Context: an optimization exercise on an open-source flow, tuned for small area. The choices shown serve that exercise and are no tape-out recipe. The RTL was checked by simulation tests, not by an equivalence proof against the original design. Power and IR drop assume default switching activity.

== run 1 ==
## alu_6_bit
module alu_6_bit(
  input         CLK_I,
  input         RST_N_I,
  input  [5:0]  DATA_IN_1_I,
  input  [5:0]  DATA_IN_2_I,
  input  [5:0]  CONTROL_I,
  input         EN_I,
  output [11:0] DATA_OUT_O,
  output        DONE_O,
  output        BUSY_O
);
==> flow/config.mk <==
export PLATFORM = sky130hd
export DESIGN_NAME = alu_6_bit
export DESIGN_NICKNAME = alu_6_bit
export VERILOG_FILES = /design/flow/design.v
export SDC_FILE = /design/flow/constraint.sdc
export NUM_CORES = 4
export LEC_CHECK = 0
export ABC_AREA = 1
export CAP_MARGIN = 0
export CORE_MARGIN = 2
export CORE_UTILIZATION = 55
export GPL_TIMING_DRIVEN = 0
export SLEW_MARGIN = 0
==> flow/constraint.sdc <==
create_clock -name core_clock -period 10.0 [get_ports {CLK_I}]
set_input_delay 2.0000 -clock core_clock [delete_from_list [all_inputs] [get_ports {CLK_I}]]
set_output_delay 2.0000 -clock core_clock [all_outputs]
set_load 0.01 [all_outputs]
standard.sh (not shown) runs the stock make flow with config.mk's settings and CLKGATE_MAP_FILE= SYNTH_SCRIPT=/design/flow/synth_recipe.tcl, a recipe that flattens the netlist after the stock synthesis.
==> flow/flow/run.sh <==
#!/bin/bash
# Layout flow: the standard synthesis; then the combinational cells are
# re-mapped for area with yosys/abc in a few variants (registers keep their
# cells and names), the smallest variant is proven equivalent to the standard
# netlist and replaces it; then the standard layout from floorplan on,
# with plain buffers (buf_1) on the ports and a clock tree without dummy
# loads. Each tool's output goes to its own log file in this folder.
set -euo pipefail
here=$(pwd)
export BUFFER_PORTS_ARGS="-buffer_cell sky130_fd_sc_hd__buf_1"
export CTS_ARGS="-root_buf sky130_fd_sc_hd__clkbuf_8 -buf_list sky130_fd_sc_hd__clkbuf_8 -dont_use_dummy_load -sink_buffer_max_cap_derate 3.0 -repair_clock_nets"
bash standard.sh synth > log_synth.txt 2>&1

res=$(ls -d "$here"/orfs/results/*/alu_6_bit/base)
lib=$FLOW_HOME/platforms/$FLOW_PLATFORM/lib/sky130_fd_sc_hd__tt_025C_1v80.lib
cp "$res/1_2_yosys.v" "$here/std_1_2_yosys.v"
python3 "$here/flow/mkmap.py" "$lib" "$here/comb_map.v" > log_mkmap.txt 2>&1
dontuse=$(sed -n '/DONT_USE_CELLS/,/^$/p' "$FLOW_HOME/platforms/$FLOW_PLATFORM/config.mk" | grep -o 'sky130_fd_sc_hd__[a-z0-9_]*' | sed 's/^/-dont_use /' | tr '\n' ' ')
fill() {  # fill TEMPLATE OUT VARIANT EXTRAMAP
  sed -e "s|{LIB}|$lib|g" -e "s|{NET}|$here/std_1_2_yosys.v|" -e "s|{TOP}|$FLOW_TOP|g" \
      -e "s|{MAP}|$here/comb_map.v|" -e "s|{EXTRAMAP}|$4|" -e "s|{SEQ}|$here/flow/cells_seq.v|" \
      -e "s|{DONTUSE}|$dontuse|" -e "s|{ABC}|$here/flow/resyn.abc|" \
      -e "s|{STAT}|$here/resyn_$3_stat.txt|" -e "s|{OUT}|$here/resyn_$3.v|" "$1" > "$2"
}
fill "$here/flow/resyn.ys" "$here/resyn_keep.ys" keep ""
fill "$here/flow/resyn.ys" "$here/resyn_ha.ys" ha "-map $here/flow/cells_ha.v"
fill "$here/flow/resyn.ys" "$here/resyn_all.ys" all "-map $here/flow/cells_adders.v"
for v in keep ha all; do
  ( yosys -s "$here/resyn_$v.ys" > "log_resyn_$v.txt" 2>&1 || rm -f "$here/resyn_$v.v" ) &
done
wait
best=""; best_area=""
for v in keep ha all; do
  [[ -s "$here/resyn_$v.v" && -s "$here/resyn_${v}_stat.txt" ]] || continue
  a=$(grep 'Chip area' "$here/resyn_${v}_stat.txt" | awk '{print $NF}')
  echo "$v $a" >> log_choice.txt
  if [[ -z "$best" ]] || awk -v x="$a" -v y="$best_area" 'BEGIN{exit !(x<y)}'; then best=$v; best_area=$a; fi
done
if [[ -n "$best" ]]; then
  fill "$here/flow/equiv.ys" "$here/equiv_run.ys" "$best" ""
  if timeout 1200 yosys -s "$here/equiv_run.ys" > log_equiv.txt 2>&1; then
    cp "$here/resyn_$best.v" "$res/1_2_yosys.v"
    rm -f "$res/1_synth.odb" "$res/1_synth.sdc"
    echo "used $best ($best_area), proven equivalent" >> log_choice.txt
  else
    echo "$best not proven equivalent, keeping the standard netlist" >> log_choice.txt
  fi
else
  echo "re-mapping failed, keeping the standard netlist" >> log_choice.txt
fi
bash standard.sh > log_layout.txt 2>&1
Other scripts of this flow, unchanged in this note and not shown: flow/flow/cells_adders.v, flow/flow/cells_ha.v, flow/flow/cells_seq.v, flow/flow/equiv.ys, flow/flow/mkmap.py, flow/flow/resyn.abc, flow/flow/resyn.ys
Run 1 never completed, since it errored out during clock tree synthesis.
> inputs changed (run 1 -> run 2)
diff --git a/flow/flow/run.sh b/flow/flow/run.sh
--- a/flow/flow/run.sh
+++ b/flow/flow/run.sh
@@ -9,5 +9,5 @@
 here=$(pwd)
 export BUFFER_PORTS_ARGS="-buffer_cell sky130_fd_sc_hd__buf_1"
-export CTS_ARGS="-root_buf sky130_fd_sc_hd__clkbuf_8 -buf_list sky130_fd_sc_hd__clkbuf_8 -dont_use_dummy_load -sink_buffer_max_cap_derate 3.0 -repair_clock_nets"
+export CTS_ARGS="-root_buf sky130_fd_sc_hd__clkbuf_8 -buf_list sky130_fd_sc_hd__clkbuf_8 -dont_use_dummy_load -repair_clock_nets"
 bash standard.sh synth > log_synth.txt 2>&1
 
diff --git a/flow/config.mk b/flow/config.mk
--- a/flow/config.mk
+++ b/flow/config.mk
@@ -9,5 +9,5 @@
 export CAP_MARGIN = 0
 export CORE_MARGIN = 2
-export CORE_UTILIZATION = 55
+export CORE_UTILIZATION = 65
 export GPL_TIMING_DRIVEN = 0
 export SLEW_MARGIN = 0
Results
- Delta (run 2 minus run 1): synthesized cell count held; effective utilization at floorplan now larger; routability-driven placement congestion ratio went up by about 5%.
- Looking at the reports, run 2 completed the entire flow and the layout it produced met the timing, DRC and antenna checks.
What run 3 does differently from run 2 at the input level:
diff --git a/flow/config.mk b/flow/config.mk
--- a/flow/config.mk
+++ b/flow/config.mk
@@ -9,5 +9,5 @@
 export CAP_MARGIN = 0
 export CORE_MARGIN = 2
-export CORE_UTILIZATION = 65
+export CORE_UTILIZATION = 55
 export GPL_TIMING_DRIVEN = 0
 export SLEW_MARGIN = 0
==> comparison <==
- On fmax, run 2 loses to run 3.
- Looking only at utilization, and setting everything else aside, the lower value of run 3 and run 2 goes to run 3.
- Run 3: number of tap cells inserted 4 above run 2
- Min number of vias per cell across run 3 and run 2: run 3
- | area of all placed cells without fillers | run 2 vs run 3 | ≈ equal |
- Routed wire length, run 3 vs run 2: up slightly
- Hold slack: run 3 vs run 2, no meaningful difference
- Comparing run 3 and run 2, the higher period utilization is on run 2.
- Between run 2 and run 3, cell count along the critical path increased.
- Taking run 3 over run 2, the die outline area ratio works out to 1.17.
- The setup slack of run 3 is larger than that of run 2.
diff inputs: run 3 => run 4
diff --git a/flow/flow/run.sh b/flow/flow/run.sh
--- a/flow/flow/run.sh
+++ b/flow/flow/run.sh
@@ -9,5 +9,5 @@
 here=$(pwd)
 export BUFFER_PORTS_ARGS="-buffer_cell sky130_fd_sc_hd__buf_1"
-export CTS_ARGS="-root_buf sky130_fd_sc_hd__clkbuf_8 -buf_list sky130_fd_sc_hd__clkbuf_8 -dont_use_dummy_load -repair_clock_nets"
+export CTS_ARGS="-root_buf sky130_fd_sc_hd__clkbuf_16 -buf_list sky130_fd_sc_hd__clkbuf_16 -dont_use_dummy_load -sink_buffer_max_cap_derate 3.0 -repair_clock_nets"
 bash standard.sh synth > log_synth.txt 2>&1
 
Findings:
- Comparing run 3 against run 4, there is no change at all in overall die width.
- Between run 3 and run 4, the difference in total placed cells including tap cells is negligible.
- Post-synthesis average cell area came out exactly the same in run 3 and run 4.
- As far as number of standard-cell rows in the floorplan goes, run 4 and run 3 are indistinguishable; the numbers are identical.
- Run 4 did not run to completion, as it errored out during clock tree synthesis.
- Diff run 3..run 4 | total half-perimeter wirelength after legalization and detailed placement | unchanged
- Compared with run 3, in run 4 die extent in y comparable, standard cell area after detailed placement roughly the same, synthesized area barely changed.
- Between run 4 and run 3, the synthesized cell count figures differ only marginally.

---

## north
The RTL this note starts from:
==> flow/design.v <==
module alu_6_bit(
  input         CLK_I,
  input         RST_N_I,
  input  [5:0]  DATA_IN_1_I,
  input  [5:0]  DATA_IN_2_I,
  input  [5:0]  CONTROL_I,
  input         EN_I,
  output [11:0] DATA_OUT_O,
  output        DONE_O,
  output        BUSY_O
);
reg  [2:0]  st_r;
reg         pre_en_r;
reg  [11:0] res_r;
reg  [11:0] data_out_r;
wire [5:0] a = DATA_IN_1_I;
wire [5:0] b = DATA_IN_2_I;
wire [5:0] c = CONTROL_I;
wire idle  = ~st_r[2] | (st_r[1] & st_r[0]);
wire sel   = st_r[2] & ~st_r[1];
wire exec  = st_r[2] & st_r[1] & ~st_r[0];
wire start = idle & EN_I & ~pre_en_r;
wire valid = (c[5:4] == 2'b00) && (c[3:0] != 4'd0) && (c[3:0] <= 4'd12);
wire op_add = c[3:0] == 4'd1;
wire op_sub = c[3:0] == 4'd2;
wire op_mul = c[3:0] == 4'd3;
wire op_div = c[3:0] == 4'd4;
wire op_and = c[3:0] == 4'd5;
wire op_or  = c[3:0] == 4'd6;
wire op_not = c[3:0] == 4'd7;
wire op_xor = c[3:0] == 4'd8;
wire op_shl = c[3:0] == 4'd9;
wire op_shr = c[3:0] == 4'd10;
wire op_rr  = c[3:0] == 4'd11;
wire op_rl  = c[3:0] == 4'd12;
wire op_sh  = op_shl | op_shr | op_rr | op_rl;
wire [2:0] bm6 = b % 6'd6;
wire       left = op_shl | op_rl;
wire [2:0] ramt = op_sh & ~op_rr & ~op_rl & (b >= 6'd6) ? 3'd7 : (op_shl | op_shr) ? b[2:0] : bm6;
wire [2:0] damt = left ? ramt : ((ramt == 3'd0) ? 3'd0 : 3'd6 - ramt);
wire [5:0] onehot = (ramt == 3'd7) ? 6'd0 : (6'd1 << damt);
wire       op_as = op_add | op_sub;
wire [5:0] m = op_sh ? onehot : op_as ? 6'd1 : b;
wire [5:0] bx = b ^ {6{op_sub}};
wire       c0 = op_as & (op_sub ? (a[0] | ~b[0]) : (a[0] & b[0]));
wire [5:0] pp [0:5];
wire [5:0] s  [0:5];
wire [5:0] cc [0:5];
wire [11:0] p;
genvar i, j;
generate
  for (i = 0; i < 6; i = i + 1) begin : g_pp
    for (j = 0; j < 6; j = j + 1) begin : g_pj
      if (i == 1 && j < 5) begin : g_as
        assign pp[i][j] = (a[j] & m[i]) | (bx[j+1] & op_as);
      end else if (i == 0 && j == 0) begin : g_b0
        assign pp[i][j] = (a[j] & m[i]) ^ (b[0] & op_as);
      end else begin : g_mul
        assign pp[i][j] = a[j] & m[i];
      end
    end
  end
  assign s[0]  = pp[0];
  assign cc[0] = {5'd0, c0};
  for (i = 1; i < 6; i = i + 1) begin : g_row
    for (j = 0; j < 6; j = j + 1) begin : g_col
      wire x = pp[i][j];
      wire y = (j < 5) ? s[i-1][j+1] : 1'b0;
      wire z = cc[i-1][j];
      assign s[i][j]  = x ^ y ^ z;
      assign cc[i][j] = (x & y) | (z & (x ^ y));
    end
  end
  for (i = 0; i < 6; i = i + 1) begin : g_lo
    assign p[i] = s[i][0];
  end
endgenerate
wire [5:0] fc;
assign fc[0] = 1'b0;
generate
  for (j = 0; j < 5; j = j + 1) begin : g_fin
    wire x = s[5][j+1];
    wire z = cc[5][j];
    assign p[6+j]  = x ^ z ^ fc[j];
    assign fc[j+1] = (x & z) | (fc[j] & (x ^ z));
  end
endgenerate
assign p[11] = fc[5] ^ cc[5][5];
wire [5:0] q;
wire [5:0] bz;    
assign bz[0] = 1'b1;
generate
  for (i = 1; i < 6; i = i + 1) begin : g_bz
    assign bz[i] = bz[i-1] & ~b[6-i];
  end
endgenerate
wire [5:0] rm [0:6];
assign rm[6] = 6'd0;
generate
  for (i = 5; i >= 0; i = i - 1) begin : g_div
    localparam integer W = 6 - i;           
    wire [W-1:0] r = {rm[i+1][W-2 >= 0 ? W-2 : 0:0], a[i]};
    wire [W:0]   bw;                       
    wire [W-1:0] d;
    assign bw[0] = 1'b0;
    for (j = 0; j < W; j = j + 1) begin : g_b
      assign d[j]    = r[j] ^ b[j] ^ bw[j];
      assign bw[j+1] = (~r[j] & b[j]) | (bw[j] & ~(r[j] ^ b[j]));
    end
    assign q[i] = bz[W-1 < 5 ? 6 - W : 0] & ~bw[W];
    if (W < 6) begin : g_r
      wire [W-1:0] nr = q[i] ? d : r;
      assign rm[i] = {{(6-W){1'b0}}, nr};
    end else begin : g_r0
      assign rm[i] = 6'd0;
    end
  end
endgenerate
wire ld = ~sel;
wire k_and = (op_and | op_or) & ld;
wire k_xor = (op_or | op_xor) & ld;
wire k_not = op_not & ld;
wire e_lo  = (op_mul | op_as | op_shl | op_rr | op_rl | (op_shr & (b == 6'd0))) & ld;
wire e_hi  = (op_shr | op_rr | op_rl) & ld;
wire e_div = op_div & ld;
wire e_mul = (op_mul | op_add) & ld;
wire e_up  = op_mul & ld;
wire fill  = k_not | (op_sub & ld & ~p[6]);
wire [5:0] logic_r = (a & b & {6{k_and}}) | ((a ^ b) & {6{k_xor}}) | (~a & {6{k_not}});
wire [11:0] alu;
wire [11:0] hold = res_r & {12{sel}};
assign alu[5:0]  = (p[5:0] & {6{e_lo}}) | (p[11:6] & {6{e_hi}}) |
                   (q & {6{e_div}}) | logic_r | hold[5:0];
assign alu[6]    = (p[6] & e_mul) | fill | hold[6];
assign alu[11:7] = (p[11:7] & {5{e_up}}) | {5{fill}} | hold[11:7];
always @(posedge CLK_I) begin
  pre_en_r <= RST_N_I & EN_I;
  res_r <= alu;
  if (~RST_N_I)
    st_r <= 3'b000;
  else if (start)
    st_r <= {2'b10, ~valid};
  else if (sel)
    st_r <= {2'b11, st_r[0]};
  else
    st_r <= 3'b001;
  if (~RST_N_I | (idle & ~start))
    data_out_r <= 12'd0;
  else if (exec)
    data_out_r <= res_r;
end
assign DATA_OUT_O = data_out_r;
assign BUSY_O     = st_r[2];
assign DONE_O     = ~st_r[2] & st_r[0];
endmodule
clock: 10.0 ns
lec_check: 0
abc_area: 1
cap_margin: 0
core_margin: 2
core_utilization: 40
cts_buf_list: sky130_fd_sc_hd__clkbuf_8
cts_cluster_diameter: 200
cts_cluster_size: 30
gpl_timing_driven: 0
slew_margin: 0
==> flow/flow/run.sh <==
#!/bin/bash
# Layout flow: the standard synthesis, then the combinational cells are
# re-mapped for area with yosys/abc (registers and adder cells are kept with
# their names and cell types) and the result is proven equivalent to the
# standard netlist, then the standard layout from floorplan on, with plain
# buffers (buf_1) on the ports. Each tool's output goes to its own log file in
# this folder.
set -euo pipefail
here=$(pwd)
export BUFFER_PORTS_ARGS="-buffer_cell sky130_fd_sc_hd__buf_1"
bash standard.sh synth > log_synth.txt 2>&1

res=$(ls -d "$here"/orfs/results/*/alu_6_bit/base)
lib=$FLOW_HOME/platforms/$FLOW_PLATFORM/lib/sky130_fd_sc_hd__tt_025C_1v80.lib
cp "$res/1_2_yosys.v" "$here/std_1_2_yosys.v"
python3 "$here/flow/mkmap.py" "$lib" "$here/comb_map.v" > log_mkmap.txt 2>&1
dontuse=$(sed -n '/DONT_USE_CELLS/,/^$/p' "$FLOW_HOME/platforms/$FLOW_PLATFORM/config.mk" | grep -o 'sky130_fd_sc_hd__[a-z0-9_]*' | sed 's/^/-dont_use /' | tr '\n' ' ')
for f in resyn equiv; do
  sed -e "s|{LIB}|$lib|g" -e "s|{NET}|$here/std_1_2_yosys.v|" -e "s|{TOP}|$FLOW_TOP|g" \
      -e "s|{MAP}|$here/comb_map.v|" -e "s|{SEQ}|$here/flow/cells_seq.v|" -e "s|{DONTUSE}|$dontuse|" \
      -e "s|{ABC}|$here/flow/resyn.abc|" -e "s|{STAT}|$here/resyn_stat.txt|" \
      -e "s|{OUT}|$here/resyn_1_2_yosys.v|" "$here/flow/$f.ys" > "$here/${f}_run.ys"
done
if yosys -s "$here/resyn_run.ys" > log_resyn.txt 2>&1 && [[ -s "$here/resyn_1_2_yosys.v" ]] &&
   timeout 1200 yosys -s "$here/equiv_run.ys" > log_equiv.txt 2>&1; then
  cp "$here/resyn_1_2_yosys.v" "$res/1_2_yosys.v"
  rm -f "$res/1_synth.odb" "$res/1_synth.sdc"
  echo "re-mapped netlist proven equivalent and used" > log_choice.txt
else
  echo "re-mapping failed or not proven, keeping the standard netlist" > log_choice.txt
fi
bash standard.sh > log_layout.txt 2>&1
Other scripts of this flow, unchanged in this note and not shown: flow/flow/cells_seq.v, flow/flow/equiv.ys, flow/flow/mkmap.py, flow/flow/resyn.abc, flow/flow/resyn.ys
The inputs of south differ from those of north as listed below.
Settings: CTS_BUF_LIST no longer set, was sky130_fd_sc_hd__clkbuf_8; CTS_CLUSTER_DIAMETER no longer set, was 200; CTS_CLUSTER_SIZE no longer set, was 30.
diff --git a/flow/flow/run.sh b/flow/flow/run.sh
--- a/flow/flow/run.sh
+++ b/flow/flow/run.sh
@@ -10,2 +10,3 @@
 export BUFFER_PORTS_ARGS="-buffer_cell sky130_fd_sc_hd__buf_1"
+export CTS_ARGS="-root_buf sky130_fd_sc_hd__clkbuf_16 -buf_list sky130_fd_sc_hd__clkbuf_16 -dont_use_dummy_load -sink_clustering_enable -sink_clustering_size 40 -sink_clustering_max_diameter 300 -sink_buffer_max_cap_derate 1.0 -repair_clock_nets"
 bash standard.sh synth > log_synth.txt 2>&1
--- outcome ---
The final reports for south and north show proportion of cell area occupied by multi-input gates lower in the former.
Looking only at number of global-route vias before repair, and setting everything else aside, the lower value of north and south goes to north.
Diff north..south | number of buffers inserted during clock tree synthesis | unchanged
Compared with north, south shows total chip power that has gone up by a few percent.
When the final numbers for north and south were put side by side, the switching fraction of total power turned out to be greater in north.
Maximum frequency delta (south -> north): insignificant
Compared north against south; routed wire length within noise.
Of north and south, the lower core utilization belongs to north.
Diff north -> south: leakage power figure now sits higher; pre-CTS setup slack neither gained nor lost much.
On sequential share of layout area, north and south are basically level.
The inputs of east differ from those of south as listed below.
diff --git a/flow/flow/run.sh b/flow/flow/run.sh
--- a/flow/flow/run.sh
+++ b/flow/flow/run.sh
@@ -10,3 +10,3 @@
 export BUFFER_PORTS_ARGS="-buffer_cell sky130_fd_sc_hd__buf_1"
-export CTS_ARGS="-root_buf sky130_fd_sc_hd__clkbuf_16 -buf_list sky130_fd_sc_hd__clkbuf_16 -dont_use_dummy_load -sink_clustering_enable -sink_clustering_size 40 -sink_clustering_max_diameter 300 -sink_buffer_max_cap_derate 1.0 -repair_clock_nets"
+export CTS_ARGS="-root_buf sky130_fd_sc_hd__clkbuf_8 -buf_list sky130_fd_sc_hd__clkbuf_8 -dont_use_dummy_load -repair_clock_nets"
 bash standard.sh synth > log_synth.txt 2>&1
Findings:
east and south all finish clean. Fill cell total of the finished layout ends up lower on east. east -> south: placed cell count delta 0, exact match. Compare east and south | smallest setup slack after layout lower: south. east vs. south: share of the cycle needed by the critical path after routing down 0.22 points; via count grew by 11; sequential share of cell area moved up; summed area of non-filler cells in the final layout lower; wire length reported by the detailed router dropped about 0.35%. Diff south -> east | clock network fraction of total power | decrease of 5.8 points.
Edits applied to the flow inputs when going from east to west:
Settings: SLEW_MARGIN changed from 0 to 20; CAP_MARGIN changed from 0 to 20; GPL_TIMING_DRIVEN removed (was 0).
diff --git a/flow/flow/run.sh b/flow/flow/run.sh
--- a/flow/flow/run.sh
+++ b/flow/flow/run.sh
@@ -10,3 +10,2 @@
 export BUFFER_PORTS_ARGS="-buffer_cell sky130_fd_sc_hd__buf_1"
-export CTS_ARGS="-root_buf sky130_fd_sc_hd__clkbuf_8 -buf_list sky130_fd_sc_hd__clkbuf_8 -dont_use_dummy_load -repair_clock_nets"
 bash standard.sh synth > log_synth.txt 2>&1
Findings:
west against east: buffer count excluding the clock tree in the final layout shows an increase of 22%, final worst-path setup slack level.
Global-route usage, west and east: larger value in west
From east to west the numbers moved as follows: remaining number of nets flagged by the antenna check after routing has remained practically unchanged, final period demand of the worst path stayed essentially flat, final area has increased.

-- port drivers added, routing unchanged --
How much do the figures lean on ideal ports? The routed layouts below were timed once more, with nothing changed but the port constraints.
Step 1 assumes that a clkbuf_16 drives the clock port and a buf_2 every other input.
Step 2, shift: input delay + t, output delay - t, t = (earliest + latest rising clock arrival at the registers) / 2. This alone moves slack from input paths to output paths.
Slacks: ideal / step 1 / step 2; pairs: ideal / step 1.
run	t, ns	setup WS [ns]	hold slack, ns	clock arrival spread, ns	worst register clock-pin slew, ns
run 2	0.285	1.123 / 1.121 / 0.836	0.456 / 0.456 / 0.456	0.014 / 0.014	0.09 / 0.09
run 3	0.284	1.149 / 1.153 / 0.868	0.458 / 0.458 / 0.458	0.014 / 0.013	0.09 / 0.09
north	0.290	0.475 / 0.473 / 0.182	0.461 / 0.461 / 0.461	0.005 / 0.005	0.09 / 0.09
south	0.283	0.460 / 0.462 / 0.178	0.455 / 0.455 / 0.455	0.005 / 0.005	0.06 / 0.06
east	0.288	0.483 / 0.481 / 0.193	0.461 / 0.461 / 0.461	0.005 / 0.006	0.09 / 0.09
west	0.289	0.483 / 0.480 / 0.190	0.462 / 0.462 / 0.462	0.003 / 0.003	0.09 / 0.09
After both steps every run listed still meets setup and hold.
